From an optimization exercise on the open Yosys and OpenROAD flow, aimed at small area and a short achievable clock period; shortcuts taken in it are not production practice.
Function was checked by simulation only, so behaviour that the tests miss may differ from the original.
Power figures rest on the tool's default switching activity, not on a simulated workload.

==> design.v <==
module ALU_Micros1(
  input  [7:0] iA,
  input  [7:0] iB,
  input  [4:0] ALU_Sel,
  input        iClk,
  output [7:0] oRESALU,
  output [4:0] oBanderas
);
  reg [7:0] ALU_Q;
  reg [4:0] Banderas_Q;
  assign oRESALU   = ALU_Q;
  assign oBanderas = Banderas_Q;
  wire [4:0] s = ALU_Sel;
  wire [3:0] c = ALU_Sel[3:0];
  wire hold  = s[4] & (c != 4'd0);
  wire o_mul = ~s[4] & (c == 4'd0);
  wire o_div = (c == 4'd1);
  wire o_inc = (c == 4'd2);
  wire o_dec = (c == 4'd3);
  wire o_and = (c == 4'd4);
  wire o_or  = (c == 4'd5);
  wire o_not = (c == 4'd6) | (c == 4'd8);
  wire o_xor = (c == 4'd7);
  wire o_asl = (c == 4'd9);
  wire o_asr = (c == 4'd10);
  wire o_lsl = (c == 4'd11);
  wire o_lsr = (c == 4'd12);
  wire o_rol = (c == 4'd13);
  wire o_ror = (c == 4'd14);
  wire o_add = (c == 4'd15);
  wire o_sub = s[4];
  wire o_ar  = o_inc | o_dec | o_add | o_sub;
  wire o_au  = o_ar | o_and | o_or | o_xor | o_not;
  wire o_left  = o_asl | o_lsl | o_rol;
  wire o_right = o_asr | o_lsr | o_ror;
  wire asx = o_asl | o_asr;
  wire m_sh  = c[3];                         
  wire m_rev = c[3] & ~c[0];                 
  wire m_rot = c[2] & (c[1] ^ c[0]);         
  wire m_asx = ~c[2] & (c[1] ^ c[0]);        
  wire a_b   = c[2] & (c[0] | ~c[1]);        
  wire a_nb  = s[4];                         
  wire a_one = (c[3] & ~c[0]) | (~c[2] & c[1] & c[0]) | (c[2] & c[1] & ~c[0]);   
  wire a_cin = s[4] | ~(c[0] | c[3]);        
  wire a_ce  = s[4] | ~(c[3] | c[2]) | (c[3] & c[1] & c[0]);   
  wire a_pe  = ~(c[2] & ~c[1] & ~c[0]);      
  wire a_ge  = c[2] & ~c[1];                 
  wire [7:0] am = {iA[7] & ~(m_asx & m_rev), iA[6:0]};
  wire [7:0] ma = m_rev ? {am[0], am[1], am[2], am[3], am[4], am[5], am[6], am[7]} : iA;
  wire [7:0] oneh = 8'd1 << iB[2:0];
  wire [7:0] shb  = m_rot ? 8'd2 : oneh;
  wire [8:0] mb   = m_sh ? {1'b0, shb} : {1'b0, iB};
  wire       sbig = asx ? |iB[6:3] : |iB[7:3];
  wire pp0_0 = ~(ma[0] & mb[0]);
  wire pp0_1 = ~(ma[0] & mb[1]);
  wire pp0_2 = ~(ma[0] & mb[2]);
  wire pp0_3 = ~(ma[0] & mb[3]);
  wire pp0_4 = ~(ma[0] & mb[4]);
  wire pp0_5 = ~(ma[0] & mb[5]);
  wire pp0_6 = ~(ma[0] & mb[6]);
  wire pp0_7 = ~(ma[0] & mb[7]);
  wire pp0_8 = ~(ma[0] & mb[8]);
  wire pp1_0 = ~(ma[1] & mb[0]);
  wire pp1_1 = ~(ma[1] & mb[1]);
  wire pp1_2 = ~(ma[1] & mb[2]);
  wire pp1_3 = ~(ma[1] & mb[3]);
  wire pp1_4 = ~(ma[1] & mb[4]);
  wire pp1_5 = ~(ma[1] & mb[5]);
  wire pp1_6 = ~(ma[1] & mb[6]);
  wire pp1_7 = ~(ma[1] & mb[7]);
  wire pp2_0 = ~(ma[2] & mb[0]);
  wire pp2_1 = ~(ma[2] & mb[1]);
  wire pp2_2 = ~(ma[2] & mb[2]);
  wire pp2_3 = ~(ma[2] & mb[3]);
  wire pp2_4 = ~(ma[2] & mb[4]);
  wire pp2_5 = ~(ma[2] & mb[5]);
  wire pp2_6 = ~(ma[2] & mb[6]);
  wire pp3_0 = ~(ma[3] & mb[0]);
  wire pp3_1 = ~(ma[3] & mb[1]);
  wire pp3_2 = ~(ma[3] & mb[2]);
  wire pp3_3 = ~(ma[3] & mb[3]);
  wire pp3_4 = ~(ma[3] & mb[4]);
  wire pp3_5 = ~(ma[3] & mb[5]);
  wire pp4_0 = ~(ma[4] & mb[0]);
  wire pp4_1 = ~(ma[4] & mb[1]);
  wire pp4_2 = ~(ma[4] & mb[2]);
  wire pp4_3 = ~(ma[4] & mb[3]);
  wire pp4_4 = ~(ma[4] & mb[4]);
  wire pp5_0 = ~(ma[5] & mb[0]);
  wire pp5_1 = ~(ma[5] & mb[1]);
  wire pp5_2 = ~(ma[5] & mb[2]);
  wire pp5_3 = ~(ma[5] & mb[3]);
  wire pp6_0 = ~(ma[6] & mb[0]);
  wire pp6_1 = ~(ma[6] & mb[1]);
  wire pp6_2 = ~(ma[6] & mb[2]);
  wire pp7_0 = ~(ma[7] & mb[0]);
  wire pp7_1 = ~(ma[7] & mb[1]);
  wire m1_s = ~(pp0_6 ^ pp1_5);
  wire m1_c = pp0_6 | pp1_5;
  wire m2_s, m2_c;
  fa u_m2 (.a(pp0_7), .b(pp1_6), .c(pp2_5), .s(m2_s), .co(m2_c));
  wire m3_s = ~(pp3_4 ^ pp4_3);
  wire m3_c = pp3_4 | pp4_3;
  wire mx4 = pp0_8 ^ pp1_7 ^ pp2_6;
  wire mx5 = pp3_5 ^ pp4_4 ^ pp5_3;
  wire m6_s = ~(pp0_4 ^ pp1_3);
  wire m6_c = pp0_4 | pp1_3;
  wire m7_s, m7_c;
  fa u_m7 (.a(pp0_5), .b(pp1_4), .c(pp2_3), .s(m7_s), .co(m7_c));
  wire m8_s = ~(pp3_2 ^ pp4_1);
  wire m8_c = pp3_2 | pp4_1;
  wire m9_s, m9_c;
  fa u_m9 (.a(pp2_4), .b(pp3_3), .c(pp4_2), .s(m9_s), .co(m9_c));
  wire m10_s, m10_c;
  fa u_m10 (.a(pp5_1), .b(pp6_0), .c(m1_s), .s(m10_s), .co(m10_c));
  wire m11_s, m11_c;
  fa u_m11 (.a(pp5_2), .b(pp6_1), .c(pp7_0), .s(m11_s), .co(m11_c));
  wire m12_s, m12_c;
  fa u_m12 (.a(m1_c), .b(m3_s), .c(m2_s), .s(m12_s), .co(m12_c));
  wire mx13 = pp6_2 ^ pp7_1 ^ m3_c;
  wire mx14 = mx4 ^ mx5 ^ m2_c;
  wire m15_s = ~(pp0_3 ^ pp1_2);
  wire m15_c = pp0_3 | pp1_2;
  wire m16_s, m16_c;
  fa u_m16 (.a(pp2_2), .b(pp3_1), .c(pp4_0), .s(m16_s), .co(m16_c));
  wire m17_s, m17_c;
  fa u_m17 (.a(pp5_0), .b(m6_c), .c(m8_s), .s(m17_s), .co(m17_c));
  wire m18_s, m18_c;
  fa u_m18 (.a(m8_c), .b(m7_c), .c(m9_s), .s(m18_s), .co(m18_c));
  wire m19_s, m19_c;
  fa u_m19 (.a(m9_c), .b(m11_s), .c(m10_c), .s(m19_s), .co(m19_c));
  wire mx20 = m11_c ^ mx13 ^ mx14;
  wire m21_s = ~(pp0_2 ^ pp1_1);
  wire m21_c = pp0_2 | pp1_1;
  wire m22_s, m22_c;
  fa u_m22 (.a(pp2_1), .b(pp3_0), .c(m15_s), .s(m22_s), .co(m22_c));
  wire m23_s, m23_c;
  fa u_m23 (.a(m15_c), .b(m6_s), .c(m16_s), .s(m23_s), .co(m23_c));
  wire m24_s, m24_c;
  fa u_m24 (.a(m16_c), .b(m7_s), .c(m17_s), .s(m24_s), .co(m24_c));
  wire m25_s, m25_c;
  fa u_m25 (.a(m17_c), .b(m10_s), .c(m18_s), .s(m25_s), .co(m25_c));
  wire m26_s, m26_c;
  fa u_m26 (.a(m18_c), .b(m12_s), .c(m19_s), .s(m26_s), .co(m26_c));
  wire mx27 = m12_c ^ m19_c ^ mx20;
  wire [8:0] P;
  wire [8:0] mfx = {~mx27, ~m26_s, ~m25_s, ~m24_s, ~m23_s, ~m22_s, ~m21_s, ~pp0_1, ~pp0_0};
  wire [8:0] mfy = {~m26_c, ~m25_c, ~m24_c, ~m23_c, ~m22_c, ~m21_c, ~pp2_0, ~pp1_0, 1'b0};
  wire [8:0] mfp = mfx ^ mfy;
  wire [8:0] mfg = mfx & mfy;
  wire mfc28_g = mfg[1] | (mfp[1] & mfg[0]);
  wire mfc28_p = mfp[1] & mfp[0];
  wire mfc29_g = mfg[3] | (mfp[3] & mfg[2]);
  wire mfc29_p = mfp[3] & mfp[2];
  wire mfc30_g = mfg[5] | (mfp[5] & mfg[4]);
  wire mfc30_p = mfp[5] & mfp[4];
  wire mfc31_g = mfg[7] | (mfp[7] & mfg[6]);
  wire mfc31_p = mfp[7] & mfp[6];
  wire mfc32_g = mfc29_g | (mfc29_p & mfc28_g);
  wire mfc32_p = mfc29_p & mfc28_p;
  wire mfc33_g = mfc31_g | (mfc31_p & mfc30_g);
  wire mfc33_p = mfc31_p & mfc30_p;
  wire mfc34_g = mfc33_g | (mfc33_p & mfc32_g);
  wire mfc34_p = mfc33_p & mfc32_p;
  wire mfc35_g = mfc30_g | (mfc30_p & mfc32_g);
  wire mfc35_p = mfc30_p & mfc32_p;
  wire mfc36_g = mfg[2] | (mfp[2] & mfc28_g);
  wire mfc36_p = mfp[2] & mfc28_p;
  wire mfc37_g = mfg[4] | (mfp[4] & mfc32_g);
  wire mfc37_p = mfp[4] & mfc32_p;
  wire mfc38_g = mfg[6] | (mfp[6] & mfc35_g);
  wire mfc38_p = mfp[6] & mfc35_p;
  wire mfc39_g = mfg[8] | (mfp[8] & mfc34_g);
  wire mfc39_p = mfp[8] & mfc34_p;
  assign P = mfp ^ {mfc34_g, mfc38_g, mfc35_g, mfc37_g, mfc32_g, mfc36_g, mfc28_g, mfg[0], 1'b0};
  wire [7:0] q;
  wire [9:0] m1 = {2'b00, iB};
  wire [9:0] m3 = {2'b00, iB} + {1'b0, iB, 1'b0};
  wire [9:0] n1 = ~m1;
  wire [9:0] n3 = ~m3;
  wire s6m1p40_p = iA[6] ^ n1[0];
  wire s6m1p40_g = iA[6] & n1[0];
  wire s6m1p41_p = iA[7] ^ n1[1];
  wire s6m1p41_g = iA[7] & n1[1];
  wire s6m1c42_g = s6m1p41_g | (s6m1p41_p & (s6m1p40_g | (s6m1p40_p & 1'b1)));
  wire s6m1c42_p = s6m1p41_p & s6m1p40_p;
  wire ge6_1 = (~|iB[7:2]) & s6m1c42_g;
  wire s6m2p43_p = iA[7] ^ n1[0];
  wire s6m2p43_g = iA[7] & n1[0];
  wire ge6_2 = (~|iB[7:1]) & (s6m2p43_g | (s6m2p43_p & 1'b1));
  wire s6m3p44_p = iA[6] ^ n3[0];
  wire s6m3p44_g = iA[6] & n3[0];
  wire s6m3p45_p = iA[7] ^ n3[1];
  wire s6m3p45_g = iA[7] & n3[1];
  wire s6m3c46_g = s6m3p45_g | (s6m3p45_p & (s6m3p44_g | (s6m3p44_p & 1'b1)));
  wire s6m3c46_p = s6m3p45_p & s6m3p44_p;
  wire ge6_3 = ((iB <= 8'd1)) & s6m3c46_g;
  assign q[7] = ge6_2;
  assign q[6] = ge6_3 | (ge6_1 & ~ge6_2);
  wire [1:0] r6;
  assign r6[0] = ge6_3 ? ~s6m3p44_p : ge6_2 ? iA[6] : ge6_1 ? ~s6m1p40_p : iA[6];
  assign r6[1] = ge6_3 ? (s6m3p45_p ^ (s6m3p44_g | (s6m3p44_p & 1'b1))) : ge6_2 ? ~s6m2p43_p : ge6_1 ? (s6m1p41_p ^ (s6m1p40_g | (s6m1p40_p & 1'b1))) : iA[7];
  wire s4m1p47_p = iA[4] ^ n1[0];
  wire s4m1p47_g = iA[4] & n1[0];
  wire s4m1p48_p = iA[5] ^ n1[1];
  wire s4m1p48_g = iA[5] & n1[1];
  wire s4m1p49_p = r6[0] ^ n1[2];
  wire s4m1p49_g = r6[0] & n1[2];
  wire s4m1p50_p = r6[1] ^ n1[3];
  wire s4m1p50_g = r6[1] & n1[3];
  wire s4m1c51_g = s4m1p48_g | (s4m1p48_p & (s4m1p47_g | (s4m1p47_p & 1'b1)));
  wire s4m1c51_p = s4m1p48_p & s4m1p47_p;
  wire s4m1c52_g = s4m1p50_g | (s4m1p50_p & s4m1p49_g);
  wire s4m1c52_p = s4m1p50_p & s4m1p49_p;
  wire s4m1c53_g = s4m1p49_g | (s4m1p49_p & s4m1c51_g);
  wire s4m1c53_p = s4m1p49_p & s4m1c51_p;
  wire s4m1c54_g = s4m1c52_g | (s4m1c52_p & s4m1c51_g);
  wire s4m1c54_p = s4m1c52_p & s4m1c51_p;
  wire ge4_1 = (~|iB[7:4]) & s4m1c54_g;
  wire s4m2p55_p = iA[5] ^ n1[0];
  wire s4m2p55_g = iA[5] & n1[0];
  wire s4m2p56_p = r6[0] ^ n1[1];
  wire s4m2p56_g = r6[0] & n1[1];
  wire s4m2p57_p = r6[1] ^ n1[2];
  wire s4m2p57_g = r6[1] & n1[2];
  wire s4m2c58_g = s4m2p56_g | (s4m2p56_p & (s4m2p55_g | (s4m2p55_p & 1'b1)));
  wire s4m2c58_p = s4m2p56_p & s4m2p55_p;
  wire s4m2c59_g = s4m2p57_g | (s4m2p57_p & s4m2c58_g);
  wire s4m2c59_p = s4m2p57_p & s4m2c58_p;
  wire ge4_2 = (~|iB[7:3]) & s4m2c59_g;
  wire s4m3p60_p = iA[4] ^ n3[0];
  wire s4m3p60_g = iA[4] & n3[0];
  wire s4m3p61_p = iA[5] ^ n3[1];
  wire s4m3p61_g = iA[5] & n3[1];
  wire s4m3p62_p = r6[0] ^ n3[2];
  wire s4m3p62_g = r6[0] & n3[2];
  wire s4m3p63_p = r6[1] ^ n3[3];
  wire s4m3p63_g = r6[1] & n3[3];
  wire s4m3c64_g = s4m3p61_g | (s4m3p61_p & (s4m3p60_g | (s4m3p60_p & 1'b1)));
  wire s4m3c64_p = s4m3p61_p & s4m3p60_p;
  wire s4m3c65_g = s4m3p63_g | (s4m3p63_p & s4m3p62_g);
  wire s4m3c65_p = s4m3p63_p & s4m3p62_p;
  wire s4m3c66_g = s4m3p62_g | (s4m3p62_p & s4m3c64_g);
  wire s4m3c66_p = s4m3p62_p & s4m3c64_p;
  wire s4m3c67_g = s4m3c65_g | (s4m3c65_p & s4m3c64_g);
  wire s4m3c67_p = s4m3c65_p & s4m3c64_p;
  wire ge4_3 = ((iB <= 8'd5)) & s4m3c67_g;
  assign q[5] = ge4_2;
  assign q[4] = ge4_3 | (ge4_1 & ~ge4_2);
  wire [3:0] r4;
  assign r4[0] = ge4_3 ? ~s4m3p60_p : ge4_2 ? iA[4] : ge4_1 ? ~s4m1p47_p : iA[4];
  assign r4[1] = ge4_3 ? (s4m3p61_p ^ (s4m3p60_g | (s4m3p60_p & 1'b1))) : ge4_2 ? ~s4m2p55_p : ge4_1 ? (s4m1p48_p ^ (s4m1p47_g | (s4m1p47_p & 1'b1))) : iA[5];
  assign r4[2] = ge4_3 ? (s4m3p62_p ^ s4m3c64_g) : ge4_2 ? (s4m2p56_p ^ (s4m2p55_g | (s4m2p55_p & 1'b1))) : ge4_1 ? (s4m1p49_p ^ s4m1c51_g) : r6[0];
  assign r4[3] = ge4_3 ? (s4m3p63_p ^ s4m3c66_g) : ge4_2 ? (s4m2p57_p ^ s4m2c58_g) : ge4_1 ? (s4m1p50_p ^ s4m1c53_g) : r6[1];
  wire s2m1p68_p = iA[2] ^ n1[0];
  wire s2m1p68_g = iA[2] & n1[0];
  wire s2m1p69_p = iA[3] ^ n1[1];
  wire s2m1p69_g = iA[3] & n1[1];
  wire s2m1p70_p = r4[0] ^ n1[2];
  wire s2m1p70_g = r4[0] & n1[2];
  wire s2m1p71_p = r4[1] ^ n1[3];
  wire s2m1p71_g = r4[1] & n1[3];
  wire s2m1p72_p = r4[2] ^ n1[4];
  wire s2m1p72_g = r4[2] & n1[4];
  wire s2m1p73_p = r4[3] ^ n1[5];
  wire s2m1p73_g = r4[3] & n1[5];
  wire s2m1c74_g = s2m1p69_g | (s2m1p69_p & (s2m1p68_g | (s2m1p68_p & 1'b1)));
  wire s2m1c74_p = s2m1p69_p & s2m1p68_p;
  wire s2m1c75_g = s2m1p71_g | (s2m1p71_p & s2m1p70_g);
  wire s2m1c75_p = s2m1p71_p & s2m1p70_p;
  wire s2m1c76_g = s2m1p73_g | (s2m1p73_p & s2m1p72_g);
  wire s2m1c76_p = s2m1p73_p & s2m1p72_p;
  wire s2m1c77_g = s2m1p70_g | (s2m1p70_p & s2m1c74_g);
  wire s2m1c77_p = s2m1p70_p & s2m1c74_p;
  wire s2m1c78_g = s2m1c75_g | (s2m1c75_p & s2m1c74_g);
  wire s2m1c78_p = s2m1c75_p & s2m1c74_p;
  wire s2m1c79_g = s2m1p72_g | (s2m1p72_p & s2m1c78_g);
  wire s2m1c79_p = s2m1p72_p & s2m1c78_p;
  wire s2m1c80_g = s2m1c76_g | (s2m1c76_p & s2m1c78_g);
  wire s2m1c80_p = s2m1c76_p & s2m1c78_p;
  wire ge2_1 = (~|iB[7:6]) & s2m1c80_g;
  wire s2m2p81_p = iA[3] ^ n1[0];
  wire s2m2p81_g = iA[3] & n1[0];
  wire s2m2p82_p = r4[0] ^ n1[1];
  wire s2m2p82_g = r4[0] & n1[1];
  wire s2m2p83_p = r4[1] ^ n1[2];
  wire s2m2p83_g = r4[1] & n1[2];
  wire s2m2p84_p = r4[2] ^ n1[3];
  wire s2m2p84_g = r4[2] & n1[3];
  wire s2m2p85_p = r4[3] ^ n1[4];
  wire s2m2p85_g = r4[3] & n1[4];
  wire s2m2c86_g = s2m2p82_g | (s2m2p82_p & (s2m2p81_g | (s2m2p81_p & 1'b1)));
  wire s2m2c86_p = s2m2p82_p & s2m2p81_p;
  wire s2m2c87_g = s2m2p84_g | (s2m2p84_p & s2m2p83_g);
  wire s2m2c87_p = s2m2p84_p & s2m2p83_p;
  wire s2m2c88_g = s2m2p83_g | (s2m2p83_p & s2m2c86_g);
  wire s2m2c88_p = s2m2p83_p & s2m2c86_p;
  wire s2m2c89_g = s2m2c87_g | (s2m2c87_p & s2m2c86_g);
  wire s2m2c89_p = s2m2c87_p & s2m2c86_p;
  wire s2m2c90_g = s2m2p85_g | (s2m2p85_p & s2m2c89_g);
  wire s2m2c90_p = s2m2p85_p & s2m2c89_p;
  wire ge2_2 = (~|iB[7:5]) & s2m2c90_g;
  wire s2m3p91_p = iA[2] ^ n3[0];
  wire s2m3p91_g = iA[2] & n3[0];
  wire s2m3p92_p = iA[3] ^ n3[1];
  wire s2m3p92_g = iA[3] & n3[1];
  wire s2m3p93_p = r4[0] ^ n3[2];
  wire s2m3p93_g = r4[0] & n3[2];
  wire s2m3p94_p = r4[1] ^ n3[3];
  wire s2m3p94_g = r4[1] & n3[3];
  wire s2m3p95_p = r4[2] ^ n3[4];
  wire s2m3p95_g = r4[2] & n3[4];
  wire s2m3p96_p = r4[3] ^ n3[5];
  wire s2m3p96_g = r4[3] & n3[5];
  wire s2m3c97_g = s2m3p92_g | (s2m3p92_p & (s2m3p91_g | (s2m3p91_p & 1'b1)));
  wire s2m3c97_p = s2m3p92_p & s2m3p91_p;
  wire s2m3c98_g = s2m3p94_g | (s2m3p94_p & s2m3p93_g);
  wire s2m3c98_p = s2m3p94_p & s2m3p93_p;
  wire s2m3c99_g = s2m3p96_g | (s2m3p96_p & s2m3p95_g);
  wire s2m3c99_p = s2m3p96_p & s2m3p95_p;
  wire s2m3c100_g = s2m3p93_g | (s2m3p93_p & s2m3c97_g);
  wire s2m3c100_p = s2m3p93_p & s2m3c97_p;
  wire s2m3c101_g = s2m3c98_g | (s2m3c98_p & s2m3c97_g);
  wire s2m3c101_p = s2m3c98_p & s2m3c97_p;
  wire s2m3c102_g = s2m3p95_g | (s2m3p95_p & s2m3c101_g);
  wire s2m3c102_p = s2m3p95_p & s2m3c101_p;
  wire s2m3c103_g = s2m3c99_g | (s2m3c99_p & s2m3c101_g);
  wire s2m3c103_p = s2m3c99_p & s2m3c101_p;
  wire ge2_3 = ((iB <= 8'd21)) & s2m3c103_g;
  assign q[3] = ge2_2;
  assign q[2] = ge2_3 | (ge2_1 & ~ge2_2);
  wire [5:0] r2;
  assign r2[0] = ge2_3 ? ~s2m3p91_p : ge2_2 ? iA[2] : ge2_1 ? ~s2m1p68_p : iA[2];
  assign r2[1] = ge2_3 ? (s2m3p92_p ^ (s2m3p91_g | (s2m3p91_p & 1'b1))) : ge2_2 ? ~s2m2p81_p : ge2_1 ? (s2m1p69_p ^ (s2m1p68_g | (s2m1p68_p & 1'b1))) : iA[3];
  assign r2[2] = ge2_3 ? (s2m3p93_p ^ s2m3c97_g) : ge2_2 ? (s2m2p82_p ^ (s2m2p81_g | (s2m2p81_p & 1'b1))) : ge2_1 ? (s2m1p70_p ^ s2m1c74_g) : r4[0];
  assign r2[3] = ge2_3 ? (s2m3p94_p ^ s2m3c100_g) : ge2_2 ? (s2m2p83_p ^ s2m2c86_g) : ge2_1 ? (s2m1p71_p ^ s2m1c77_g) : r4[1];
  assign r2[4] = ge2_3 ? (s2m3p95_p ^ s2m3c101_g) : ge2_2 ? (s2m2p84_p ^ s2m2c88_g) : ge2_1 ? (s2m1p72_p ^ s2m1c78_g) : r4[2];
  assign r2[5] = ge2_3 ? (s2m3p96_p ^ s2m3c102_g) : ge2_2 ? (s2m2p85_p ^ s2m2c89_g) : ge2_1 ? (s2m1p73_p ^ s2m1c79_g) : r4[3];
  wire s0m1p104_p = iA[0] ^ n1[0];
  wire s0m1p104_g = iA[0] & n1[0];
  wire s0m1p105_p = iA[1] ^ n1[1];
  wire s0m1p105_g = iA[1] & n1[1];
  wire s0m1p106_p = r2[0] ^ n1[2];
  wire s0m1p106_g = r2[0] & n1[2];
  wire s0m1p107_p = r2[1] ^ n1[3];
  wire s0m1p107_g = r2[1] & n1[3];
  wire s0m1p108_p = r2[2] ^ n1[4];
  wire s0m1p108_g = r2[2] & n1[4];
  wire s0m1p109_p = r2[3] ^ n1[5];
  wire s0m1p109_g = r2[3] & n1[5];
  wire s0m1p110_p = r2[4] ^ n1[6];
  wire s0m1p110_g = r2[4] & n1[6];
  wire s0m1p111_p = r2[5] ^ n1[7];
  wire s0m1p111_g = r2[5] & n1[7];
  wire s0m1c112_g = s0m1p105_g | (s0m1p105_p & (s0m1p104_g | (s0m1p104_p & 1'b1)));
  wire s0m1c112_p = s0m1p105_p & s0m1p104_p;
  wire s0m1c113_g = s0m1p107_g | (s0m1p107_p & s0m1p106_g);
  wire s0m1c113_p = s0m1p107_p & s0m1p106_p;
  wire s0m1c114_g = s0m1p109_g | (s0m1p109_p & s0m1p108_g);
  wire s0m1c114_p = s0m1p109_p & s0m1p108_p;
  wire s0m1c115_g = s0m1p111_g | (s0m1p111_p & s0m1p110_g);
  wire s0m1c115_p = s0m1p111_p & s0m1p110_p;
  wire s0m1c116_g = s0m1p106_g | (s0m1p106_p & s0m1c112_g);
  wire s0m1c116_p = s0m1p106_p & s0m1c112_p;
  wire s0m1c117_g = s0m1c113_g | (s0m1c113_p & s0m1c112_g);
  wire s0m1c117_p = s0m1c113_p & s0m1c112_p;
  wire s0m1c118_g = s0m1p110_g | (s0m1p110_p & s0m1c114_g);
  wire s0m1c118_p = s0m1p110_p & s0m1c114_p;
  wire s0m1c119_g = s0m1c115_g | (s0m1c115_p & s0m1c114_g);
  wire s0m1c119_p = s0m1c115_p & s0m1c114_p;
  wire s0m1c120_g = s0m1p108_g | (s0m1p108_p & s0m1c117_g);
  wire s0m1c120_p = s0m1p108_p & s0m1c117_p;
  wire s0m1c121_g = s0m1c114_g | (s0m1c114_p & s0m1c117_g);
  wire s0m1c121_p = s0m1c114_p & s0m1c117_p;
  wire s0m1c122_g = s0m1c118_g | (s0m1c118_p & s0m1c117_g);
  wire s0m1c122_p = s0m1c118_p & s0m1c117_p;
  wire s0m1c123_g = s0m1c119_g | (s0m1c119_p & s0m1c117_g);
  wire s0m1c123_p = s0m1c119_p & s0m1c117_p;
  wire ge0_1 = (1'b1) & s0m1c123_g;
  wire s0m2p124_p = iA[1] ^ n1[0];
  wire s0m2p124_g = iA[1] & n1[0];
  wire s0m2p125_p = r2[0] ^ n1[1];
  wire s0m2p125_g = r2[0] & n1[1];
  wire s0m2p126_p = r2[1] ^ n1[2];
  wire s0m2p126_g = r2[1] & n1[2];
  wire s0m2p127_p = r2[2] ^ n1[3];
  wire s0m2p127_g = r2[2] & n1[3];
  wire s0m2p128_p = r2[3] ^ n1[4];
  wire s0m2p128_g = r2[3] & n1[4];
  wire s0m2p129_p = r2[4] ^ n1[5];
  wire s0m2p129_g = r2[4] & n1[5];
  wire s0m2p130_p = r2[5] ^ n1[6];
  wire s0m2p130_g = r2[5] & n1[6];
  wire s0m2c131_g = s0m2p125_g | (s0m2p125_p & (s0m2p124_g | (s0m2p124_p & 1'b1)));
  wire s0m2c131_p = s0m2p125_p & s0m2p124_p;
  wire s0m2c132_g = s0m2p127_g | (s0m2p127_p & s0m2p126_g);
  wire s0m2c132_p = s0m2p127_p & s0m2p126_p;
  wire s0m2c133_g = s0m2p129_g | (s0m2p129_p & s0m2p128_g);
  wire s0m2c133_p = s0m2p129_p & s0m2p128_p;
  wire s0m2c134_g = s0m2p126_g | (s0m2p126_p & s0m2c131_g);
  wire s0m2c134_p = s0m2p126_p & s0m2c131_p;
  wire s0m2c135_g = s0m2c132_g | (s0m2c132_p & s0m2c131_g);
  wire s0m2c135_p = s0m2c132_p & s0m2c131_p;
  wire s0m2c136_g = s0m2p130_g | (s0m2p130_p & s0m2c133_g);
  wire s0m2c136_p = s0m2p130_p & s0m2c133_p;
  wire s0m2c137_g = s0m2p128_g | (s0m2p128_p & s0m2c135_g);
  wire s0m2c137_p = s0m2p128_p & s0m2c135_p;
  wire s0m2c138_g = s0m2c133_g | (s0m2c133_p & s0m2c135_g);
  wire s0m2c138_p = s0m2c133_p & s0m2c135_p;
  wire s0m2c139_g = s0m2c136_g | (s0m2c136_p & s0m2c135_g);
  wire s0m2c139_p = s0m2c136_p & s0m2c135_p;
  wire ge0_2 = (~|iB[7:7]) & s0m2c139_g;
  wire s0m3p140_p = iA[0] ^ n3[0];
  wire s0m3p140_g = iA[0] & n3[0];
  wire s0m3p141_p = iA[1] ^ n3[1];
  wire s0m3p141_g = iA[1] & n3[1];
  wire s0m3p142_p = r2[0] ^ n3[2];
  wire s0m3p142_g = r2[0] & n3[2];
  wire s0m3p143_p = r2[1] ^ n3[3];
  wire s0m3p143_g = r2[1] & n3[3];
  wire s0m3p144_p = r2[2] ^ n3[4];
  wire s0m3p144_g = r2[2] & n3[4];
  wire s0m3p145_p = r2[3] ^ n3[5];
  wire s0m3p145_g = r2[3] & n3[5];
  wire s0m3p146_p = r2[4] ^ n3[6];
  wire s0m3p146_g = r2[4] & n3[6];
  wire s0m3p147_p = r2[5] ^ n3[7];
  wire s0m3p147_g = r2[5] & n3[7];
  wire s0m3c148_g = s0m3p141_g | (s0m3p141_p & (s0m3p140_g | (s0m3p140_p & 1'b1)));
  wire s0m3c148_p = s0m3p141_p & s0m3p140_p;
  wire s0m3c149_g = s0m3p143_g | (s0m3p143_p & s0m3p142_g);
  wire s0m3c149_p = s0m3p143_p & s0m3p142_p;
  wire s0m3c150_g = s0m3p145_g | (s0m3p145_p & s0m3p144_g);
  wire s0m3c150_p = s0m3p145_p & s0m3p144_p;
  wire s0m3c151_g = s0m3p147_g | (s0m3p147_p & s0m3p146_g);
  wire s0m3c151_p = s0m3p147_p & s0m3p146_p;
  wire s0m3c152_g = s0m3p142_g | (s0m3p142_p & s0m3c148_g);
  wire s0m3c152_p = s0m3p142_p & s0m3c148_p;
  wire s0m3c153_g = s0m3c149_g | (s0m3c149_p & s0m3c148_g);
  wire s0m3c153_p = s0m3c149_p & s0m3c148_p;
  wire s0m3c154_g = s0m3p146_g | (s0m3p146_p & s0m3c150_g);
  wire s0m3c154_p = s0m3p146_p & s0m3c150_p;
  wire s0m3c155_g = s0m3c151_g | (s0m3c151_p & s0m3c150_g);
  wire s0m3c155_p = s0m3c151_p & s0m3c150_p;
  wire s0m3c156_g = s0m3p144_g | (s0m3p144_p & s0m3c153_g);
  wire s0m3c156_p = s0m3p144_p & s0m3c153_p;
  wire s0m3c157_g = s0m3c150_g | (s0m3c150_p & s0m3c153_g);
  wire s0m3c157_p = s0m3c150_p & s0m3c153_p;
  wire s0m3c158_g = s0m3c154_g | (s0m3c154_p & s0m3c153_g);
  wire s0m3c158_p = s0m3c154_p & s0m3c153_p;
  wire s0m3c159_g = s0m3c155_g | (s0m3c155_p & s0m3c153_g);
  wire s0m3c159_p = s0m3c155_p & s0m3c153_p;
  wire ge0_3 = ((iB <= 8'd85)) & s0m3c159_g;
  assign q[1] = ge0_2;
  assign q[0] = ge0_3 | (ge0_1 & ~ge0_2);
  wire [7:0] ab  = ({8{a_b}} & iB) | ({8{a_nb}} & ~iB) | {8{a_one}};
  wire       ab8 = o_sub | o_dec;
  wire       cin = a_cin;
  wire [7:0] ap  = iA ^ ab;
  wire [7:0] ag  = iA & ab;
  wire adc160_g = ag[1] | (ap[1] & (ag[0] | (ap[0] & cin)));
  wire adc160_p = ap[1] & ap[0];
  wire adc161_g = ag[3] | (ap[3] & ag[2]);
  wire adc161_p = ap[3] & ap[2];
  wire adc162_g = ag[5] | (ap[5] & ag[4]);
  wire adc162_p = ap[5] & ap[4];
  wire adc163_g = ag[7] | (ap[7] & ag[6]);
  wire adc163_p = ap[7] & ap[6];
  wire adc164_g = adc161_g | (adc161_p & adc160_g);
  wire adc164_p = adc161_p & adc160_p;
  wire adc165_g = adc163_g | (adc163_p & adc162_g);
  wire adc165_p = adc163_p & adc162_p;
  wire adc166_g = adc165_g | (adc165_p & adc164_g);
  wire adc166_p = adc165_p & adc164_p;
  wire adc167_g = adc162_g | (adc162_p & adc164_g);
  wire adc167_p = adc162_p & adc164_p;
  wire adc168_g = ag[2] | (ap[2] & adc160_g);
  wire adc168_p = ap[2] & adc160_p;
  wire adc169_g = ag[4] | (ap[4] & adc164_g);
  wire adc169_p = ap[4] & adc164_p;
  wire adc170_g = ag[6] | (ap[6] & adc167_g);
  wire adc170_p = ap[6] & adc167_p;
  wire [8:0] ac = {adc166_g, adc170_g, adc167_g, adc169_g, adc164_g, adc168_g, adc160_g, (ag[0] | (ap[0] & cin)), cin};
  wire [7:0] au = (({8{a_pe}} & ap) | ({8{a_ge}} & ag)) ^ ({8{a_ce}} & ac[7:0]);
  wire sum8 = ab8 ^ ac[8];
  wire [7:0] Prev = {P[0], P[1], P[2], P[3], P[4], P[5], P[6], P[7]};
  wire o_pl = o_mul | ((o_lsl & ~sbig) | o_rol);
  wire o_pa = o_pl | (o_asl & ~sbig);
  wire o_pr = (o_lsr | o_asr) & ~sbig | o_ror;
  wire [7:0] D = ({8{o_au}} & au)
      | ({o_pl, {7{o_pa}}} & P[7:0])
      | ({(o_lsr & ~sbig) | o_ror, {7{o_pr}}} & Prev)
      | ({8{o_div}} & q)
      | {(asx & iA[7]) | (o_ror & iA[0]), 6'd0, o_rol & iA[7]};
  wire f_v = ((o_pl & P[8]) | (o_ar & sum8) | (o_lsl & (iB == 8'd8) & iA[0])) & ~hold;
  wire f_c = D[7] & ~(o_not | asx | hold);
  always @(posedge iClk) begin
    if (!hold) ALU_Q <= D;
    Banderas_Q <= {~^ALU_Q, f_v, f_c, ALU_Q[7], ~|ALU_Q};
  end
endmodule
module fa(input a, input b, input c, output s, output co);
  assign s  = a ^ b ^ c;
  assign co = (a & b) | (a & c) | (b & c);
endmodule
==> flow/run.sh <==
#!/bin/bash
# The standard layout (standard.sh) with these changes:
#  - synthesis maps full adders (Yosys extract_fa) only inside the design's `fa` module,
#    instead of wherever a 3-input XOR/majority pair appears (in the divider that put slow
#    adder cells on the critical path); everything else is left to ABC as usual;
#  - the port buffers that placement inserts are sky130_fd_sc_hd__buf_2;
set -euo pipefail
W=$PWD
rm -rf "$W/scripts_fa"
cp -r "$FLOW_HOME/scripts" "$W/scripts_fa"
sed -i 's/^  extract_fa {\*}\[dont_use_extract_fa_args\]$/  extract_fa {*}[dont_use_extract_fa_args] fa/' "$W/scripts_fa/synth.tcl"
grep -q 'extract_fa {\*}\[dont_use_extract_fa_args\] fa$' "$W/scripts_fa/synth.tcl"
export BUFFER_PORTS_ARGS="-buffer_cell sky130_fd_sc_hd__buf_2"
bash standard.sh SCRIPTS_DIR="$W/scripts_fa" SETUP_SLACK_MARGIN=6.5 finish > "$W/flow.log" 2>&1
==> standard.sh <==
#!/bin/bash
# synth_recipe.tcl (not shown) runs the flow's synth.tcl, then flattens the netlist and writes it again
# the make line also repeats each setting of config.mk as NAME=value (left out here)
make -C /OpenROAD-flow-scripts/flow DESIGN_CONFIG=/design/flow/config.mk WORK_HOME=/design/flow/orfs CLKGATE_MAP_FILE= SYNTH_SCRIPT=/design/flow/synth_recipe.tcl "${@:-finish}"
==> config.mk <==
export PLATFORM = sky130hd
export DESIGN_NAME = ALU_Micros1
export DESIGN_NICKNAME = ALU_Micros1
export VERILOG_FILES = /design/flow/design.v
export SDC_FILE = /design/flow/constraint.sdc
export NUM_CORES = 4
export LEC_CHECK = 0
export ABC_AREA = 1
export CAP_MARGIN = 20
export CORE_MARGIN = 2
export CORE_UTILIZATION = 65
export SLEW_MARGIN = 20
export SYNTH_HIERARCHICAL = 1
export SYNTH_MINIMUM_KEEP_SIZE = 0
==> constraint.sdc <==
create_clock -name core_clock -period 13.0 [get_ports {iClk}]
set_input_delay 2.6000 -clock core_clock [delete_from_list [all_inputs] [get_ports {iClk}]]
set_output_delay 2.6000 -clock core_clock [all_outputs]
set_load 0.01 [all_outputs]
==> run_results.csv, run 1 <==
group,metric,value,unit
sta,worst_slew_pin_slew,0.602,ns
synth,ys_types,55,
cells_and_area,antenna_cells,0,
drt,drtIter0Drc,623,
synth,ys_warn_count,7,
worst_setup_path,critPathLaunchType,"primary input",
cells_and_area,nNetsFinal,905,
global_routing,grt_overflow_total,0,
synth,async_flop_share,0,%
synth,yosysTopAreaCellShare,22.0,%
placement,port_buffers,34,
placement,post-dp-hpwl,11700,um
sta,tns,0,ns
worst_setup_path,setup.worst_path.end_class,"register",
synth,synth.top_cells.by_area,"nand2_1, nand3_1, nor2_1, inv_1, fa_1",
worst_setup_path,path_class,"primary input to register",
global_routing,antenna_found_initial,0,
run,cap_violations,0,
clock_tree,max-clock-path-buffers,2,
power,power.total,0.382,mW
cells_and_area,drive_gt1_share,18.1,%
drt,first_pass_iters,6,
drt,drc,0,
drt,post_drt_wl_per_cell,15.5,um
worst_setup_path,crit_buf_inv,4,
worst_setup_path,arrival,6.34,ns
synth,synth_edf_count,8,
synth,syn_avg_cell_area,5.51,um2
placement,routabilityCongestion,0.988,
worst_hold_path,min_path_type,"register to register",
floorplanning,std_cell_rows,30,
outcome,status,"complete, no violations",
sta,grt_setup_unrepaired,"false",
sta,fmaxAchievable,158,MHz
sta,finalSetupViolCount,0,
clock_tree,cts.htree.levels,1,
power,peakVddDrop,0.0510,mV
synth,synth_cells,833,
clock_tree,path_clk_slew,0.06,ns
worst_setup_path,cp_top_family,"simple AND/OR/NAND/NOR gates",
drt,vias,5807,
synth,synth_flop_cell,"edfxtp_1",
sta,hold_viol,0,
floorplanning,fp.coreArea,6790,um2
sta,layout_setup_ws,6.67,ns
sta,period_share,48.7,%
synth,ys_ff_latch,13,
global_routing,grt_pass1_wl,23400,um
clock_tree,cts_tree,"built",
global_routing,grt_start_max_net_pins,19,
sta,slew_violations,0,
floorplanning,die_area,7740,um2
power,p_per_area,74.9,nW/um2
sta,skew,0.000777,ns
clock_tree,clk_latency,0.25,ns
floorplanning,die_w,88.0,um
global_routing,gr-usage-all-layers,37.9,%
sta,fin_crit,6.33,ns
power,power.leakage,2.52,nW
global_routing,grt_pass1_vias,4942,
sta,relSlewSlack,59.6,%
worst_setup_path,slowest_delay,0.43,ns
floorplanning,boundaryPins,35,
synth,syn-cell-area,4590,um2
synth,yosysSeqAreaShare,7.42,%
clock_tree,hold_buffers,0,
drt,via_per_inst,6.03,
drt,wirelength,14900,um
synth,synth_most_common_cell,"nand2_1",
synth,syn-num-nets,870,
synth,synth_top_area_cell,"nand2_1",
drt,ant_nets,0,
clock_tree,clockRootBuffer,"clkbuf_8",
worst_setup_path,worstPathRequired,13.01,ns
worst_setup_path,crit_path_top_delay_cell,"nor2_1",
clock_tree,cts.sinks,13,
floorplanning,start_util,67.5,%
cells_and_area,area_delta_synth_final,11.2,%
synth,synthTopCellsByCount,"nand2_1, nor2_1, inv_1",
floorplanning,die_h,88.0,um
placement,pre_cts_slack,5.92,ns
worst_setup_path,worstPathMaxFanout,7,
worst_setup_path,cpMostUsedCell,"nand2_1",
clock_tree,cts-buffers-inserted,3,
worst reg2reg max path: cells and delay by family (launching register included):
kind	cells	cell delay, ns
and+or+nand+nor	2	0.41
DFF	1	0.39
xor gates and xnor gates	2	0.31
cell families after synthesis:
kind of cell    after synthesis  share of synthesized area, %
buf+inv                     137                          12.0
compound gates              117                          16.7
flops                        13                          7.42
xor+xnor                     39                          7.61
simple gates                510                          49.3
fa+ha+maj                    17                          6.98
registers in the layout (all words and copies together) (netlist names):
signal / count
Banderas_Q: 5
ALU_Q: 8
layout make-up:
class | instances | area, um2
Tap cell | 96 | 120
Sequential cell | 13 | 340
Clock buffer | 4 | 45.0
Multi-Input combinational cell | 683 | 3840
Timing Repair Buffer | 47 | 295
Inverter | 120 | 463
Fill cell | 558 | 1690
through the flow:
stage	hold slack, ns	instances	utilization, %	cell area (um2)
global route	0.452	963	75.1	5100
finish	0.429	963	75.1	5100
detailed placement	0.425	946	70.4	4790
global placement	0.396	946	70.4	4790
floorplan	0.456	833	-	4590
CTS	0.437	953	71.7	4870
modules after synthesis, one instance, submodules excluded:
module	times used	flip-flops and latches	cell area, um2	cells
fa	15	0	20.0	1
ALU_Micros1	1	13	4290	818
worst paths after layout:
check                           slack, ns  cells after the start  startpoint             to
worst max-delay path                 6.67                     31       iB[7]       ALU_Q[0]
worst min-delay path                 0.43                      0    ALU_Q[7]  Banderas_Q[1]
worst max register to register      11.81                      4    ALU_Q[5]  Banderas_Q[4]
worst min register to register       0.43                      0    ALU_Q[7]  Banderas_Q[1]
timing repair:
item,CTS,global route
gates resized for setup,6,47
hold endpoints to repair,0,0
pin swaps,1,9
endpoints found under the setup margin,5,6
buffers inserted,3,10
metal layers:
layer,global-route usage (%),wire [um],vias up
met5,0,0,-
met4,9.93,495,0
met3,6.22,1750,60
met2,59.5,6680,388
met1,53.9,5980,2623
li1,-,-,2736
power by group:
part           switching, mW  leakage [nW]  internal, mW
clock                 0.0158        0.0228        0.0217
combinational          0.182          2.38         0.105
sequential           0.00389         0.120        0.0540
placed cells by master (no fill, tap or decap), drive strengths merged, types with 4 or more instances in the layout:
| master | n |
|---|---|
| clkbuf | 7 |
| a211oi | 9 |
| xor2 | 22 |
| o211ai | 7 |
| nor3 | 7 |
| buf | 44 |
| edfxtp | 8 |
| xnor2 | 17 |
| nand3b | 7 |
| inv | 118 |
| o21a | 4 |
| a21oi | 26 |
| nand4 | 7 |
| or2 | 5 |
| nand2 | 297 |
| nor2 | 104 |
| nand3 | 81 |
| fa | 15 |
| o2111ai | 5 |
| dfxtp | 5 |
| o21ai | 47 |
==> run 2, diff against run 1 <==
--- a/design.v
+++ b/design.v
@@ -198,7 +198,11 @@
   assign q[7] = ge6_2;
   assign q[6] = ge6_3 | (ge6_1 & ~ge6_2);
+  wire sl6_3 = ge6_3;
+  wire sl6_2 = ge6_2 & ~ge6_3;
+  wire sl6_1 = ge6_1 & ~ge6_2;
+  wire sl6_0 = ~ge6_1;
   wire [1:0] r6;
-  assign r6[0] = ge6_3 ? ~s6m3p44_p : ge6_2 ? iA[6] : ge6_1 ? ~s6m1p40_p : iA[6];
-  assign r6[1] = ge6_3 ? (s6m3p45_p ^ (s6m3p44_g | (s6m3p44_p & 1'b1))) : ge6_2 ? ~s6m2p43_p : ge6_1 ? (s6m1p41_p ^ (s6m1p40_g | (s6m1p40_p & 1'b1))) : iA[7];
+  assign r6[0] = (sl6_3 & ~s6m3p44_p) | (sl6_2 & iA[6]) | (sl6_1 & ~s6m1p40_p) | (sl6_0 & iA[6]);
+  assign r6[1] = (sl6_3 & (s6m3p45_p ^ (s6m3p44_g | (s6m3p44_p & 1'b1)))) | (sl6_2 & ~s6m2p43_p) | (sl6_1 & (s6m1p41_p ^ (s6m1p40_g | (s6m1p40_p & 1'b1)))) | (sl6_0 & iA[7]);
   wire s4m1p47_p = iA[4] ^ n1[0];
   wire s4m1p47_g = iA[4] & n1[0];
@@ -248,9 +252,13 @@
   assign q[5] = ge4_2;
   assign q[4] = ge4_3 | (ge4_1 & ~ge4_2);
+  wire sl4_3 = ge4_3;
+  wire sl4_2 = ge4_2 & ~ge4_3;
+  wire sl4_1 = ge4_1 & ~ge4_2;
+  wire sl4_0 = ~ge4_1;
   wire [3:0] r4;
-  assign r4[0] = ge4_3 ? ~s4m3p60_p : ge4_2 ? iA[4] : ge4_1 ? ~s4m1p47_p : iA[4];
-  assign r4[1] = ge4_3 ? (s4m3p61_p ^ (s4m3p60_g | (s4m3p60_p & 1'b1))) : ge4_2 ? ~s4m2p55_p : ge4_1 ? (s4m1p48_p ^ (s4m1p47_g | (s4m1p47_p & 1'b1))) : iA[5];
-  assign r4[2] = ge4_3 ? (s4m3p62_p ^ s4m3c64_g) : ge4_2 ? (s4m2p56_p ^ (s4m2p55_g | (s4m2p55_p & 1'b1))) : ge4_1 ? (s4m1p49_p ^ s4m1c51_g) : r6[0];
-  assign r4[3] = ge4_3 ? (s4m3p63_p ^ s4m3c66_g) : ge4_2 ? (s4m2p57_p ^ s4m2c58_g) : ge4_1 ? (s4m1p50_p ^ s4m1c53_g) : r6[1];
+  assign r4[0] = (sl4_3 & ~s4m3p60_p) | (sl4_2 & iA[4]) | (sl4_1 & ~s4m1p47_p) | (sl4_0 & iA[4]);
+  assign r4[1] = (sl4_3 & (s4m3p61_p ^ (s4m3p60_g | (s4m3p60_p & 1'b1)))) | (sl4_2 & ~s4m2p55_p) | (sl4_1 & (s4m1p48_p ^ (s4m1p47_g | (s4m1p47_p & 1'b1)))) | (sl4_0 & iA[5]);
+  assign r4[2] = (sl4_3 & (s4m3p62_p ^ s4m3c64_g)) | (sl4_2 & (s4m2p56_p ^ (s4m2p55_g | (s4m2p55_p & 1'b1)))) | (sl4_1 & (s4m1p49_p ^ s4m1c51_g)) | (sl4_0 & r6[0]);
+  assign r4[3] = (sl4_3 & (s4m3p63_p ^ s4m3c66_g)) | (sl4_2 & (s4m2p57_p ^ s4m2c58_g)) | (sl4_1 & (s4m1p50_p ^ s4m1c53_g)) | (sl4_0 & r6[1]);
   wire s2m1p68_p = iA[2] ^ n1[0];
   wire s2m1p68_g = iA[2] & n1[0];
@@ -330,11 +338,15 @@
   assign q[3] = ge2_2;
   assign q[2] = ge2_3 | (ge2_1 & ~ge2_2);
+  wire sl2_3 = ge2_3;
+  wire sl2_2 = ge2_2 & ~ge2_3;
+  wire sl2_1 = ge2_1 & ~ge2_2;
+  wire sl2_0 = ~ge2_1;
   wire [5:0] r2;
-  assign r2[0] = ge2_3 ? ~s2m3p91_p : ge2_2 ? iA[2] : ge2_1 ? ~s2m1p68_p : iA[2];
-  assign r2[1] = ge2_3 ? (s2m3p92_p ^ (s2m3p91_g | (s2m3p91_p & 1'b1))) : ge2_2 ? ~s2m2p81_p : ge2_1 ? (s2m1p69_p ^ (s2m1p68_g | (s2m1p68_p & 1'b1))) : iA[3];
-  assign r2[2] = ge2_3 ? (s2m3p93_p ^ s2m3c97_g) : ge2_2 ? (s2m2p82_p ^ (s2m2p81_g | (s2m2p81_p & 1'b1))) : ge2_1 ? (s2m1p70_p ^ s2m1c74_g) : r4[0];
-  assign r2[3] = ge2_3 ? (s2m3p94_p ^ s2m3c100_g) : ge2_2 ? (s2m2p83_p ^ s2m2c86_g) : ge2_1 ? (s2m1p71_p ^ s2m1c77_g) : r4[1];
-  assign r2[4] = ge2_3 ? (s2m3p95_p ^ s2m3c101_g) : ge2_2 ? (s2m2p84_p ^ s2m2c88_g) : ge2_1 ? (s2m1p72_p ^ s2m1c78_g) : r4[2];
-  assign r2[5] = ge2_3 ? (s2m3p96_p ^ s2m3c102_g) : ge2_2 ? (s2m2p85_p ^ s2m2c89_g) : ge2_1 ? (s2m1p73_p ^ s2m1c79_g) : r4[3];
+  assign r2[0] = (sl2_3 & ~s2m3p91_p) | (sl2_2 & iA[2]) | (sl2_1 & ~s2m1p68_p) | (sl2_0 & iA[2]);
+  assign r2[1] = (sl2_3 & (s2m3p92_p ^ (s2m3p91_g | (s2m3p91_p & 1'b1)))) | (sl2_2 & ~s2m2p81_p) | (sl2_1 & (s2m1p69_p ^ (s2m1p68_g | (s2m1p68_p & 1'b1)))) | (sl2_0 & iA[3]);
+  assign r2[2] = (sl2_3 & (s2m3p93_p ^ s2m3c97_g)) | (sl2_2 & (s2m2p82_p ^ (s2m2p81_g | (s2m2p81_p & 1'b1)))) | (sl2_1 & (s2m1p70_p ^ s2m1c74_g)) | (sl2_0 & r4[0]);
+  assign r2[3] = (sl2_3 & (s2m3p94_p ^ s2m3c100_g)) | (sl2_2 & (s2m2p83_p ^ s2m2c86_g)) | (sl2_1 & (s2m1p71_p ^ s2m1c77_g)) | (sl2_0 & r4[1]);
+  assign r2[4] = (sl2_3 & (s2m3p95_p ^ s2m3c101_g)) | (sl2_2 & (s2m2p84_p ^ s2m2c88_g)) | (sl2_1 & (s2m1p72_p ^ s2m1c78_g)) | (sl2_0 & r4[2]);
+  assign r2[5] = (sl2_3 & (s2m3p96_p ^ s2m3c102_g)) | (sl2_2 & (s2m2p85_p ^ s2m2c89_g)) | (sl2_1 & (s2m1p73_p ^ s2m1c79_g)) | (sl2_0 & r4[3]);
   wire s0m1p104_p = iA[0] ^ n1[0];
   wire s0m1p104_g = iA[0] & n1[0];
--- a/flow/run.sh
+++ b/flow/run.sh
@@ -12,3 +12,3 @@
 grep -q 'extract_fa {\*}\[dont_use_extract_fa_args\] fa$' "$W/scripts_fa/synth.tcl"
 export BUFFER_PORTS_ARGS="-buffer_cell sky130_fd_sc_hd__buf_2"
-bash standard.sh SCRIPTS_DIR="$W/scripts_fa" SETUP_SLACK_MARGIN=6.5 finish > "$W/flow.log" 2>&1
+bash standard.sh SCRIPTS_DIR="$W/scripts_fa" SETUP_SLACK_MARGIN=6 finish > "$W/flow.log" 2>&1
==> run_results.csv, run 2 <==
group,metric,value,unit
worst_setup_path,arrival,6.54,ns
worst_setup_path,crit_buf_inv,5,
synth,syn_avg_cell_area,5.46,um2
clock_tree,clockRootBuffer,"clkbuf_8",
drt,post_drt_wl_per_cell,16.2,um
worst_setup_path,worstPathRequired,13.02,ns
synth,synth_edf_count,8,
sta,finalSetupViolCount,0,
floorplanning,std_cell_rows,30,
cells_and_area,postLayoutCoreUtil,70.3,%
clock_tree,cts.sinks,13,
power,p_sw_share,53.0,%
sta,relSlewSlack,26.4,%
cells_and_area,fin_area,4700,um2
floorplanning,die_h,86.6,um
floorplanning,die_w,86.6,um
synth,synth.top_cells.by_area,"nand2_1, inv_1, nand3_1, fa_1, nor2_1",
synth,synth_cells,813,
drt,drtIter0Drc,736,
power,p_comb_share,72.6,%
synth,yosysTopAreaCellShare,22.7,%
worst_setup_path,path_class,"primary input to register",
clock_tree,cts_tree,"built",
sta,worst_slew_pin_slew,1.10,ns
floorplanning,die_area,7500,um2
sta,tns,0,ns
drt,drc,0,
cells_and_area,top_register,"ALU_Q",
worst_setup_path,worstPathMaxFanout,15,
placement,place_area,4650,um2
synth,async_flop_share,0,%
power,power.share.clock,10.8,%
cells_and_area,final_common_cell,"nand2_1",
power,seqPwrFrac,16.6,%
global_routing,antenna_found_initial,0,
synth,ys_types,48,
cells_and_area,largest_reg_flops,8,
worst_setup_path,cpMostUsedCell,"nand2_1",
clock_tree,path_clk_slew,0.06,ns
placement,post-dp-hpwl,12100,um
outcome,status,"complete, no violations",
clock_tree,clk_latency,0.26,ns
cells_and_area,area_delta_synth_final,5.89,%
global_routing,grt_pass1_wl,23200,um
worst_setup_path,cp_top_family,"simple AND/OR/NAND/NOR gates",
power,p_sw,0.187,mW
drt,vias,5695,
drt,first_pass_iters,8,
sta,grt_setup_unrepaired,"false",
sta,period_share,50.2,%
sta,worst_hold_slack,0.426,ns
cells_and_area,antenna_cells,0,
synth,yosysSeqAreaShare,7.67,%
power,power.leakage,2.37,nW
clock_tree,cts.htree.levels,1,
synth,synthTopCellsByCount,"nand2_1, inv_1, nor2_1",
placement,routabilityCongestion,1.10,
sta,slew_violations,0,
global_routing,grt_pass1_vias,4819,
clock_tree,max-clock-path-buffers,2,
cells_and_area,drive_gt1_share,10.2,%
worst_setup_path,crit_chain,"buf_2, inv_1, nor2_4, inv_1, o21ai_1, inv_1, nor2_1, nand3_1, nand2_1, fa_1, xnor2_1, nand2_1, o21ai_1, nand3_1, a31oi_1, nand2_1, nand2_1, xnor2_1, nand2_1, o2111ai_1, inv_1, nand2_1",
synth,synth_top_area_cell,"nand2_1",
sta,hold_viol,0,
synth,syn-num-nets,850,
run,cap_violations,0,
worst_setup_path,slowest_delay,0.47,ns
clock_tree,hold_buffers,0,
floorplanning,fp.coreArea,6680,um2
worst_setup_path,critPathLaunchType,"primary input",
placement,port_buffers,34,
synth,syn-cell-area,4440,um2
synth,ys_warn_count,7,
sta,fmaxAchievable,153,MHz
power,p_int,0.165,mW
placement,placed_cells,913,
worst_hold_path,min_path_type,"register to register",
drt,ant_nets,0,
drt,wirelength,14900,um
cells_and_area,top_regs,"ALU_Q: 8 flops, Banderas_Q: 5 flops",
power,peakVddDrop,0.0709,mV
cells_and_area,layout_common_cells,"nand2_1, inv_1, nor2_1, nand3_1, o21ai_0",
sta,fin_crit,6.52,ns
clock_tree,cts-buffers-inserted,3,
cells_and_area,nNetsFinal,875,
worst_setup_path,setup.worst_path.end_class,"register",
power,p_per_area,74.9,nW/um2
cells_and_area,final_cells,917,
synth,ys_ff_latch,13,
global_routing,gr-usage-all-layers,39.2,%
global_routing,grt_overflow_total,0,
sta,skew,0.00661,ns
worst_setup_path,crit_path_top_delay_cell,"o21ai_1",
cells_and_area,n_fill_cell,610,
synth,synth_most_common_cell,"nand2_1",
floorplanning,start_util,66.4,%
synth,synth_flop_cell,"edfxtp_1",
drt,via_per_inst,6.21,
floorplanning,boundaryPins,35,
global_routing,grt_start_max_net_pins,19,
run 2: power groups by stage:
stage	logic (mW)	clock network (mW)	registers, mW
CTS	0.250	0.0384	0.0584
finish	0.255	0.0382	0.0583
global route	0.281	0.0396	0.0594
floorplan	0.183	0	0.0628
detailed placement	0.248	0	0.0592
global placement	0.244	0	0.0583
run 2: path summary, 6_finish.rpt:
path | start | to | slack, ns | depth (start not counted)
max | ALU_Sel[3] | ALU_Q[0] | 6.48 | 22
min reg2reg | ALU_Q[7] | Banderas_Q[1] | 0.43 | 0
min | ALU_Q[7] | Banderas_Q[1] | 0.43 | 0
max reg2reg | ALU_Q[4] | Banderas_Q[4] | 11.85 | 4
run 2: through the flow:
| step | total power, mW | worst slack (ns) |
|---|---|---|
| 6_report | 0.352 | 6.48 |
| 3_5_place_dp | 0.307 | 6.10 |
| 2_1_floorplan | 0.246 | 7.10 |
| 4_1_cts | 0.346 | 6.37 |
| 5_1_grt | 0.380 | 6.03 |
| 3_3_place_gp | 0.302 | 6.16 |
run 2: per-module statistics from Yosys (local to each module, per instance):
module | cells inside | area (um2) | flip-flops and latches
ALU_Micros1 | 798 | 4140 | 13
fa | 1 | 20.0 | 0
run 2: layout make-up:
cell class	count	area (um2)	share of cell area (%)
tap	80	100	2.13
clock inverter	1	5.00	0.107
multi-input combinational	662	3570	76.1
clock buffer	3	41.3	0.879
inverter	124	467	9.93
timing repair buffer	34	170	3.62
sequential	13	340	7.24
run 2: timing repair:
action | in CTS | in global routing
setup endpoints to repair | 0 | 4
gates resized for setup | 0 | 1
setup buffers | 0 | 0
run 2: logic make-up after synthesis:
kind of cell	count (synthesis)	synth area share, %
buffers and inverters	138	11.9
AO/OA/AOI/OAI	116	16.2
XOR/XNOR	38	7.50
AND/OR/NAND/NOR	491	49.5
adder cells (fa/ha/maj)	17	7.22
flip-flops	13	7.67
run 2: metal layers:
metal  GRT usage [%]  wire length [um]  part of all wire (%)
met1            56.6              6030                    41
met2            59.4              6320                    42
met3            7.24              2010                    14
met4            11.8               518                   3.5
met5               0                 0                     0
==> run 3, diff against run 2 <==
--- a/config.mk
+++ b/config.mk
@@ -9,5 +9,5 @@
 export CAP_MARGIN = 20
 export CORE_MARGIN = 2
-export CORE_UTILIZATION = 65
+export CORE_UTILIZATION = 70
 export SLEW_MARGIN = 20
 export SYNTH_HIERARCHICAL = 1
==> run_results.csv, run 3 <==
group,metric,value,unit
outcome,status,"complete, no violations",
sta,tns,0,ns
clock_tree,path_clk_slew,0.06,ns
cells_and_area,area_delta_synth_final,5.78,%
worst_hold_path,min_path_type,"register to register",
drt,ant_nets,0,
synth,async_flop_share,0,%
clock_tree,cts.sinks,13,
drt,post_drt_wl_per_cell,16.3,um
cells_and_area,final_cells,914,
sta,worst_slew_pin_slew,1.01,ns
sta,period_share,51.6,%
sta,fin_crit,6.71,ns
power,power.leakage,2.37,nW
cells_and_area,top_regs,"ALU_Q: 8 flops, Banderas_Q: 5 flops",
sta,hold_viol,0,
synth,ys_types,48,
floorplanning,die_w,83.6,um
cells_and_area,n_fill_cell,562,
synth,yosysTopAreaCellShare,22.7,%
worst_setup_path,worstPathMaxFanout,16,
sta,layout_setup_ws,6.29,ns
clock_tree,max-clock-path-buffers,2,
synth,synth_edf_count,8,
worst_setup_path,arrival,6.72,ns
worst_setup_path,slowest_delay,0.50,ns
worst_hold_path,hp-start,"ALU_Q[7]",
sta,fmaxAchievable,149,MHz
placement,port_buffers,34,
global_routing,grt_overflow_total,0,
sta,skew,0.00410,ns
synth,synthTopCellsByCount,"nand2_1, inv_1, nor2_1",
global_routing,gr-usage-all-layers,41.9,%
clock_tree,cts-buffers-inserted,3,
sta,slew_violations,0,
drt,via_per_inst,6.26,
clock_tree,clk_latency,0.24,ns
synth,syn-num-nets,850,
floorplanning,die_area,6990,um2
floorplanning,die_h,83.6,um
floorplanning,fp.coreArea,6240,um2
worst_setup_path,worstPathRequired,13.00,ns
floorplanning,start_util,71.1,%
drt,first_pass_iters,7,
power,peakVddDrop,0.0912,mV
synth,ys_warn_count,7,
worst_setup_path,path_class,"primary input to register",
global_routing,grt_pass1_wl,23900,um
worst_setup_path,r2r_cells,4,
cells_and_area,largest_reg_flops,8,
worst_setup_path,regToRegSetupSlack,11.85,ns
worst_setup_path,cpMostUsedCell,"nand2_1",
synth,yosysSeqAreaShare,7.67,%
cells_and_area,top_register,"ALU_Q",
drt,wirelength,14900,um
run,cap_violations,0,
cells_and_area,drive_gt1_share,10.0,%
synth,synth_top_area_cell,"nand2_1",
worst_hold_path,min_to,"Banderas_Q[1]",
synth,synth_cells,813,
drt,drc,0,
worst_setup_path,setup.worst_path.end_class,"register",
placement,placed_cells,910,
placement,routabilityCongestion,1.09,
synth,synth_flop_cell,"edfxtp_1",
clock_tree,clockRootBuffer,"clkbuf_8",
synth,ys_ff_latch,13,
cells_and_area,nNetsFinal,875,
worst_setup_path,reg2reg_from,"ALU_Q[5]",
global_routing,grt_pass1_vias,5004,
worst_hold_path,hold_depth,0,
synth,synth_most_common_cell,"nand2_1",
synth,syn-cell-area,4440,um2
drt,drtIter0Drc,922,
floorplanning,boundaryPins,35,
global_routing,antenna_found_initial,0,
cells_and_area,multiInputGateArea,3570,um2
worst_setup_path,reg2reg_to,"Banderas_Q[4]",
cells_and_area,final_common_cell,"nand2_1",
placement,pre_cts_slack,6.14,ns
worst_setup_path,critPathLaunchType,"primary input",
cells_and_area,register_area,340,um2
power,p_per_area,75.1,nW/um2
global_routing,grt_start_max_net_pins,19,
synth,synth.top_cells.by_area,"nand2_1, inv_1, nand3_1, fa_1, nor2_1",
sta,relSlewSlack,32.3,%
worst_setup_path,crit_path_top_delay_cell,"o21ai_1",
clock_tree,cts_tree,"built",
floorplanning,std_cell_rows,29,
cells_and_area,antenna_cells,0,
sta,grt_setup_unrepaired,"false",
sta,finalSetupViolCount,0,
drt,vias,5720,
placement,post-dp-hpwl,12100,um
synth,syn_avg_cell_area,5.46,um2
cells_and_area,layout_common_cells,"nand2_1, inv_1, nor2_1, nand3_1, o21ai_0",
clock_tree,cts.htree.levels,1,
## run 3: cell counts after synthesis
Identical to the previous run, type by type.
## run 3: worst max-delay path by stage
stage	startpoint	to	cells past startpoint	slack [ns]
3_5_place_dp	ALU_Sel[3]	ALU_Q[0]	20	6.14
6_report	iB[2]	ALU_Q[0]	31	6.29
4_1_cts	ALU_Sel[3]	Banderas_Q[2]	20	6.38
3_3_place_gp	ALU_Sel[3]	ALU_Q[0]	17	6.22
2_1_floorplan	ALU_Sel[3]	Banderas_Q[3]	17	7.10
5_1_grt	ALU_Sel[3]	ALU_Q[0]	20	6.02
## run 3: layout make-up
class / count / share of cell area [%]
Tap cell: 77 / 2.05
Timing Repair Buffer: 34 / 3.63
Multi-Input combinational cell: 662 / 76.2
Sequential cell: 13 / 7.25
Clock buffer: 4 / 0.960
Inverter: 124 / 9.94
## run 3: worst max-delay path, delay by kind of cell
family	cells	cell delay [ns]
compound gates	3	0.77
xor+xnor	1	0.22
buf+inv	4	0.82
simple gates	23	2.31
## run 3: metrics by stage
step	hold slack [ns]	utilization (%)	area [um2]	total power [mW]
after CTS	0.417	75.1	4690	0.345
final	0.419	75.2	4690	0.352
after global placement	0.401	74.4	4640	0.299
after detailed placement	0.406	74.4	4640	0.307
after floorplan	0.456	-	4440	0.246
after global routing	0.437	75.2	4690	0.380
## run 3: modules after synthesis (local to each module, per instance)
module | cell area (um2) | flip-flops and latches
ALU_Micros1 | 4140 | 13
fa | 20.0 | 0
## run 3: logic make-up after synthesis
family	after synthesis	share of synthesized area [%]
AOI/OAI and AO/OA	116	16.2
xor gates and xnor gates	38	7.50
adders and majority gates	17	7.22
buffers and inverters	138	11.9
DFF	13	7.67
and+or+nand+nor	491	49.5
## run 3: what timing repair did
action / CTS / global route
hold endpoints to repair: 0 / 0
gates resized for setup: 0 / 1
endpoints found under the setup margin: 0 / 4
buffers inserted: 0 / 0
hold buffers: 0 / 0
## run 3: where the power goes
part           total, mW  internal (mW)  switching (mW)
sequential        0.0580         0.0541         0.00394
combinational      0.258         0.0904           0.167
clock             0.0365         0.0217          0.0149
## run 3: layer usage
| metal | vias up | global-route usage, % | part of all wire [%] |
|---|---|---|---|
| met4 | 0 | 14.2 | 3.8 |
| li1 | 2706 | - | - |
| met2 | 435 | 64.4 | 43 |
| met5 | - | 0 | 0 |
| met3 | 78 | 8.31 | 14 |
| met1 | 2501 | 58.7 | 40 |

## separate check: timing with driven ports
The results above use ideal ports. As a check the final layouts listed here were re-extracted and re-timed, cells and wires unchanged.
Step 1 assumes that a clkbuf_16 drives the clock port and a buf_2 every other input.
Step 2 also shifts input and output timing later by t, the mid clock arrival at the registers, as if the neighbouring blocks saw the same clock.
Three values: ideal, step 1, step 2; two values: the first two.
| run | t, ns | slack for setup (ns) | worst setup path after step 2 | clock arrival spread, ns |
|---|---|---|---|---|
| run 1 | 0.269 | 6.669 / 6.647 / 6.378 | input to register | 0.001 / 0.001 |
| run 2 | 0.276 | 6.479 / 6.476 / 6.200 | input to register | 0.007 / 0.007 |
| run 3 | 0.266 | 6.286 / 6.290 / 6.024 | input to register | 0.004 / 0.004 |
After both steps setup and hold are still met in every run listed. For run 1, which loses most, drivers alone change the setup slack by -0.022 ns; drivers and shift together by -0.291 ns.
